From an optimization exercise on the open Yosys and OpenROAD flow, aimed at small area and a short achievable clock period; shortcuts taken in it are not production practice.
Where RTL was checked, it was by simulation tests only, not by an equivalence proof against the original.
Power figures rest on the tool's default switching activity, not on a simulated workload.

Design softmax, start of the top module:
module softmax (clk, out, in, lut_wr, execute, fetch, reset, mode);
Settings: LEC_CHECK=0, CAP_MARGIN=60, CORE_MARGIN=2, CORE_UTILIZATION=65, CTS_CLUSTER_DIAMETER=100, CTS_CLUSTER_SIZE=24, SLEW_MARGIN=80; clock period 33.0 ns.
standard.sh (not shown) runs the stock make flow with config.mk's settings and CLKGATE_MAP_FILE= SYNTH_SCRIPT=/design/flow/synth_recipe.tcl, a recipe that flattens the netlist after the stock synthesis.
==> flow/flow/run.sh <==
#!/bin/bash
# The standard layout, with stronger port buffers than the flow's default
# choice (a delay cell), so that the output ports are driven by a plain buffer.
set -euo pipefail
export BUFFER_PORTS_ARGS="-buffer_cell sky130_fd_sc_hd__buf_4"
bash standard.sh > standard.log 2>&1
The starting point went through all stages and came out clean.
Change:
CAP_MARGIN = 40   (was 60)
SLEW_MARGIN = 40   (was 80)
Effect:
- worst setup slack loses 0.0086 ns
- clock skew fell by 0.017 ns
- cell count falls by 5.3%
- power drops by 4.4%
Function was not checked in any run of this note: the RTL went through the layout flow alone.


softmax, a different RTL version from the one above (not shown whole).
Size: roughly 5600 cells after synthesis, about 140 I/O pins.
export LEC_CHECK = 0
export CAP_MARGIN = 40
export CORE_MARGIN = 2
export CORE_UTILIZATION = 72
export CTS_CLUSTER_DIAMETER = 100
export CTS_CLUSTER_SIZE = 16
export SLEW_MARGIN = 40
create_clock -name core_clock -period 33.0 [get_ports {clk}]
Scripts as last shown in full above: flow/flow/run.sh
==> next run, changes <==
Settings changed: CAP_MARGIN 40 to 20, CORE_UTILIZATION 72 to 65, CTS_CLUSTER_SIZE 16 to 24.
What happened: The new run produced a clean layout. Clock-buffer cell count came out lower by 43. Sequential share of layout area came out higher by 0.23 points. Power came out lower by 3.9%. Synthesized cell count does not change. Cell count came out higher by about 1.5%.
==> next run, changes <==
Settings changed: CAP_MARGIN 20 to 40, CORE_UTILIZATION 65 to 72.
Outcome: First-iteration DRC count barely changes. Global-route usage is higher by 3.7 points. Routed wire length is higher slightly. Total power is higher slightly. Register-to-register slack loses 0.23 ns. Core utilization is higher by 7.7 points. Clock-buffer cell count is higher by 2. Clock power is lower by a few percent. Worst hold slack loses 0.0081 ns. Die area is lower by roughly a tenth.


Starting RTL as in the previous note.
clock: 33.0 ns
lec_check: 0
cap_margin: 40
core_margin: 2
core_utilization: 72
cts_cluster_diameter: 100
cts_cluster_size: 24
slew_margin: 40
==> flow/flow/run.sh <==
#!/bin/bash
# The standard layout, with stronger port buffers than the flow's default
# choice (a delay cell), so that the output ports are driven by a plain buffer.
set -euo pipefail
export BUFFER_PORTS_ARGS="-buffer_cell sky130_fd_sc_hd__buf_2"
bash standard.sh > standard.log 2>&1
Next try:
--- a/flow/flow/run.sh
+++ b/flow/flow/run.sh
@@ -5 +5 @@
-export BUFFER_PORTS_ARGS="-buffer_cell sky130_fd_sc_hd__buf_2"
+export BUFFER_PORTS_ARGS="-buffer_cell sky130_fd_sc_hd__buf_4"
--- a/flow/config.mk
+++ b/flow/config.mk
@@ -10 +10 @@
-export CORE_UTILIZATION = 72
+export CORE_UTILIZATION = 65
=>
- cell area went up by about 0.7%
- utilization went down by 7.4 points
- worst setup slack got worse by 0.011 ns
- die area went up by about 10%
- hold slack improved by 0.010 ns
- cell count went up by about 2%
- clock skew went up by 0.0059 ns
- fmax hardly moves


Starting RTL as in the previous note.
clock: 33.0 ns
lec_check: 0
cap_margin: 40
core_margin: 2
core_utilization: 65
cts_cluster_diameter: 100
cts_cluster_size: 24
slew_margin: 60
==> flow/flow/run.sh <==
#!/bin/bash
# The standard layout, with stronger port buffers than the flow's default
# choice (a delay cell), so that the output ports are driven by a plain buffer.
set -euo pipefail
export BUFFER_PORTS_ARGS="-buffer_cell sky130_fd_sc_hd__buf_4"
bash standard.sh > standard.log 2>&1
The starting point finished with timing, DRC and antenna clean.
==> next run, changes <==
==> flow/flow/run.sh (replaced) <==
#!/bin/bash
# The standard layout, with stronger port buffers than the flow's default
# choice (a delay cell), so that the output ports are driven by a plain buffer.
set -euo pipefail
export BUFFER_PORTS_ARGS="-buffer_cell sky130_fd_sc_hd__buf_6"
bash standard.sh > standard.log 2>&1
--- a/flow/config.mk
+++ b/flow/config.mk
@@ -8,6 +8,6 @@
 export CAP_MARGIN = 40
 export CORE_MARGIN = 2
-export CORE_UTILIZATION = 65
+export CORE_UTILIZATION = 72
 export CTS_CLUSTER_DIAMETER = 100
 export CTS_CLUSTER_SIZE = 24
-export SLEW_MARGIN = 60
+export SLEW_MARGIN = 40
Wire length went up by 1.1%.
Final area went down by 0.44%.
Worst setup slack gains 0.023 ns.
Global-route usage went up by 3.7 points.
Register-to-register slack loses 0.07 ns.
==> next run, changes <==
==> flow/flow/run.sh (replaced) <==
#!/bin/bash
# The standard layout, with stronger port buffers than the flow's default
# choice (a delay cell), so that the output ports are driven by a plain buffer.
set -euo pipefail
export BUFFER_PORTS_ARGS="-buffer_cell sky130_fd_sc_hd__buf_4"
bash standard.sh > standard.log 2>&1
--- a/flow/config.mk
+++ b/flow/config.mk
@@ -9,5 +9,5 @@
 export CORE_MARGIN = 2
 export CORE_UTILIZATION = 72
-export CTS_CLUSTER_DIAMETER = 100
-export CTS_CLUSTER_SIZE = 24
+export CTS_CLUSTER_DIAMETER = 60
+export CTS_CLUSTER_SIZE = 30
 export SLEW_MARGIN = 40
Effect: Sequential share of layout area came out lower by 0.60 points. Via count climbs by 0.44%. Routed wire length increases by 1.4%. Non-clock buffer count drops by 2. Design area goes up by 1.6%.

## what the ideal ports hide
The flow's constraints put no driver on any port. The routed layouts listed below were extracted and timed again, unchanged, in two steps.
Step 1, drivers: a clkbuf_16 drives clk and a buf_2 each remaining input, both assumed.
Step 2 times the ports against the registers' clock, not the clock port: input delays grow and output delays shrink by t, the midpoint of the rising clock arrivals with the driver on.
Three values: ideal ports, drivers, drivers and shift; two values: the first two.
| run | shift t [ns] | setup WS [ns] | worst hold slack (ns) |
|---|---|---|---|
| the first run of note 1 | 0.795 | 25.115 / 25.035 / 25.605 | 0.354 / 0.354 / 0.354 |
| the second run of note 1 | 0.794 | 25.107 / 25.029 / 25.418 | 0.354 / 0.354 / 0.354 |
| the first run of note 2 | 0.774 | 25.159 / 25.077 / 25.331 | 0.344 / 0.344 / 0.344 |
| the second run of note 2 | 0.798 | 25.128 / 25.047 / 25.505 | 0.349 / 0.349 / 0.349 |
| the third run of note 2 | 0.788 | 25.150 / 25.069 / 25.274 | 0.341 / 0.341 / 0.341 |
| the first run of note 3 | 0.782 | 25.139 / 25.062 / 25.239 | 0.339 / 0.339 / 0.339 |
| the second run of note 3 | 0.798 | 25.128 / 25.047 / 25.505 | 0.349 / 0.349 / 0.349 |
| the first run of note 4 | 0.783 | 25.121 / 25.045 / 25.480 | 0.345 / 0.345 / 0.345 |
| the second run of note 4 | 0.787 | 25.144 / 25.063 / 25.415 | 0.348 / 0.348 / 0.348 |
| the third run of note 4 | 0.776 | 25.151 / 25.070 / 25.341 | 0.335 / 0.335 / 0.335 |
After both steps every run listed still meets setup and hold.
